This is an optimization exercise on Yosys and OpenROAD, whose aim is small area, a short achievable clock period and few clock cycles, not a production implementation.
At most, simulation tests tie the RTL to the original design; equivalence was not proved.
No activity file was given, so power comes from the tool's default toggle rates.

Setup of run 1:
Design levinson_top, start of the top module:
module levinson_top(clock, reset, start, done,
	scratch_mem_read_addr, scratch_mem_in,
	scratch_mem_write_addr, scratch_mem_out, scratch_mem_write_en);
Size in the first run: roughly 6600 cells after synthesis, about 93 I/O pins, ~48000 sq um of cells after synthesis.
Settings: LEC_CHECK=0, ABC_AREA=1, CAP_MARGIN=20, CORE_MARGIN=2, CORE_UTILIZATION=40, CTS_CLUSTER_DIAMETER=100, CTS_CLUSTER_SIZE=16, PLACE_DENSITY=0.6, SLEW_MARGIN=20; clock period 20.0 ns.
standard.sh (not shown) runs the stock make flow with config.mk's settings and CLKGATE_MAP_FILE= SYNTH_SCRIPT=/design/flow/synth_recipe.tcl, a recipe that flattens the netlist after the stock synthesis.
==> flow/flow/run.sh <==
#!/bin/bash
set -euo pipefail
bash standard.sh SETUP_SLACK_MARGIN=15 finish > standard.log 2>&1
Run 1 ended with every stage complete and zero timing, DRC or antenna violations.
Inputs modified between run 1 and run 2:
--- a/flow/design.v
+++ b/flow/design.v
@@ -528,51 +528,56 @@
 	wire [31:0] P = ms + mc;
 	wire p_big = (P == 32'h4000_0000);
 	wire p_small = (P[31:3] == 29'd0) && (P[2:0] != 3'd0);
 	wire [15:0] mq = p_small ? P[15:0] : (p_big ? 16'h7fff : P[30:15]);
 	wire [31:0] t_next = t_lm ? (p_big ? MAX32 : {P[30:0], 1'b0}) : {{15{mq[15]}}, mq, 1'b0};
 	wire [31:0] acc_next = a_ld ? T : sadd(acc, T);
 	wire [4:0] lz = nrm(acc);
 	wire [4:0] lzk = nrm(K);
 	wire [31:0] sh_out = (sh_k ? K : acc) << (sh_k ? amtk : lz);
 	wire [31:0] shl2_acc = (acc[31] != acc[30]) ? acc :
 	                       ((acc[31] != acc[29]) ? {acc[30:0], 1'b0} : {acc[29:0], 2'b0});
-	wire [31:0] ng_in = ng_s ? sum : (r_fi ? shl2_acc : acc);
-	wire [31:0] ng_out = (ng_in == MIN32) ? MAX32 : (~ng_in + 32'd1);
+	wire [31:0] ng_in = ng_s ? sum : acc;
+	wire [31:0] ng_raw = ~ng_in + 32'd1;
+	wire [31:0] ng_out = (ng_in == MIN32) ? MAX32 : ng_raw;
+	wire [1:0] s2 = (acc[31] != acc[30]) ? 2'd0 : ((acc[31] != acc[29]) ? 2'd1 : 2'd2);
+	wire [31:0] neg_shl2 = (shl2_acc == MIN32) ? MAX32 :
+	                       ((s2 == 2'd0) ? ng_raw : ((s2 == 2'd1) ? {ng_raw[30:0], 1'b0} : {ng_raw[29:0], 2'b0}));
 	wire [31:0] sh4 = ({32{s4[0]}} & sum) | ({32{s4[1]}} & {sum[30:0], 1'b0}) |
 	                  ({32{s4[2]}} & {sum[29:0], 2'b0}) | ({32{s4[3]}} & {sum[28:0], 3'b0}) |
 	                  ({32{s4[4]}} & {sum[27:0], 4'b0});
 	wire [31:0] oa = ({32{sa_acc}} & acc) | ({32{sa_sum}} & sum) | ({32{sa_sh4}} & sh4);
 	wire [31:0] ob = ({32{sb_ad}} & comp(AD)) | ({32{sb_acc}} & acc) | ({32{sb_mi}} & comp(MI));
 	wire [31:0] o_raw = oa + ob;
 	wire o_ovf = (oa[31] == ob[31]) && (o_raw[31] != oa[31]);
 	wire [31:0] o_sum = o_ovf ? (oa[31] ? MIN32 : MAX32) : o_raw;
 	wire [16:0] rnd_y = (sum[31] == sum[30]) ? sum[30:14] : sum[31:15];    
 	wire [15:0] rnd_hi = (rnd_y[16:1] == 16'h7fff && rnd_y[0]) ? 16'h7fff : rnd_y[16:1] + {15'd0, rnd_y[0]};
 	wire [31:0] kk_post = {1'b0, ~(acc[31] ? ng_out[30:0] : acc[30:0])};    
 	wire [31:0] i1_post = (acc == MIN32) ? 32'hffff_ffff :
 	                      (acc[31] ? MAX32 : {1'b0, ~acc[30:0]});           
 	wire u_avail = (ul != 4'd0);
 	wire s_avail = (sl != 4'd0);
 	wire [1:0] recent = {1'b0, uf1} + {1'b0, uf2} + {1'b0, uf3};
 	wire s_ready = s_avail && (sfirst ? !young : (du >= {2'b0, recent}));
 	wire fin_ok = !s_avail && !sf1 && !sf2;
+	wire few_left = (ul == 4'd0 && sl <= 4'd1) || (ul == 4'd1 && sl == 4'd0);
 	reg [2:0] dt;
 	reg [3:0] dk;
 	always @(*) begin
 		dt = T_NONE;
 		dk = 4'd0;
 		if (ch == C_NXT) begin
 			if (chw == 3'd0)
 				dt = (it == 4'd9) ? T_U : T_KK;
-		end else if (ch != C_NONE && chw == 3'd0 && (ch != C_FI || fin_ok)) begin
+		end else if (ch != C_NONE && chw == 3'd0 && (ch != C_FI || fin_ok) && (ch != C_I1 || few_left)) begin
 			dt = ch;
 		end else if (u_avail && du < 4'd3) begin
 			dt = T_U; dk = nu;
 		end else if (s_ready) begin
 			dt = T_S; dk = ns;
 		end else if (u_avail) begin
 			dt = T_U; dk = nu;
 		end
 	end
 	wire signed [15:0] kh = K[31:16];
 	wire k_unst = (kh > 16'sd32750) || (kh < -16'sd32750);
@@ -599,23 +604,23 @@
 	wire s_ab = run & p1 & t2;
 	wire s_10 = run & p2 & lit & e6;
 	wire s_0 = run & p1 & pro;
 	always @(posedge clock)
 		if (s_os | s_ab | s_10 | s_0)
 			sum <= ({32{s_os}} & o_sum) | ({32{s_ab}} & fmt(sum[31] ? ng_out : sum)) |
 			       ({32{s_10}} & {{4{K[31]}}, K[31:5], 1'b0});
 	wire k_fi = run & p2 & r_fi;
 	wire k_f2 = run & p1 & f2;
 	always @(posedge clock)
 		if (k_fi | k_f2)
-			K <= ({32{k_fi}} & (t0pos ? ng_out : shl2_acc)) | ({32{k_f2}} & sh_out);
+			K <= ({32{k_fi}} & (t0pos ? neg_shl2 : shl2_acc)) | ({32{k_f2}} & sh_out);
 	wire ld = run & p2;
 	wire x_k = (jbt == T_KK) | (jbt == T_U);
 	wire x_a = (jbt == T_AL) | (jbt == T_I1);
 	wire x_i = (jbt == T_I2);
 	wire x_s = (jbt == T_FI);
 	wire x_h = (jbt == T_S);
 	wire y_k = (jbt == T_KK);
 	wire y_kk = (jbt == T_AL);
 	wire y_i = (jbt == T_I1) | (jbt == T_I2) | ((jbt == T_FI) & ~r_i2);
 	wire y_a = (jbt == T_FI) & r_i2;
 	wire y_m = (jbt == T_U) | (jbt == T_S);
### Flow results
- Run 1 and run 2 all finish clean.
- Run 1 has a lower number of inserted diodes than run 2.
- Between run 2 and run 1, it is run 2 whose clock skew is lower, by 4.3 ps.
- | synthesized-area fraction occupied by adder cells | run 2 vs run 1 | ≈ equal |
- Delta (run 2 minus run 1): fraction of area in non-clock buffers about even; non-clock buffer count went up; via count has increased.
- Re hold slack: run 1 and run 2 aren't equal, and the higher value belongs to run 2.
- Looking at run 1 and run 2, the share of total power in the clock network is a wash.
- | post-layout utilization of the core | run 2 vs run 1 | ≈ equal |
- The sequential share of layout area was comparable across run 1 and run 2.
- On total routing usage reported by global routing: run 2 sits above run 1.
- Run 2: synthesized cell count is 0.43% lower than what run 1 reported.
Testbench counts of run 2, summed over its fixed seeds: cycles 1,327,200.
Function not checked in run 1: the RTL went through the layout flow alone.

## afterwards: timing with drivers on the ports
Ports are ideal in the flow. The routed layouts listed here were re-timed in OpenROAD. Step 1 (the two cells are an assumption about what drives the block):
set clk [get_ports {clock}]
set_driving_cell -lib_cell sky130_fd_sc_hd__clkbuf_16 $clk
set_driving_cell -lib_cell sky130_fd_sc_hd__buf_2 [delete_from_list [all_inputs] $clk]
Step 2 also shifts input and output timing later by t, the mid clock arrival at the registers, as if the neighbouring blocks saw the same clock. Slacks: no drivers / after step 1 / after step 2; pairs: no drivers / after step 1.
run	shift t [ns]	setup slack, ns	worst slew at a driven data input, ns	pins driven straight from the clock port
run 1	0.765	14.773 / 14.688 / 14.829	0.12	1
run 2	0.770	14.780 / 14.697 / 14.610	0.06	1
After both steps every run listed still meets setup and hold. The setup slack of run 2, which loses most, moves by -0.083 ns with the drivers and by -0.170 ns with both steps.
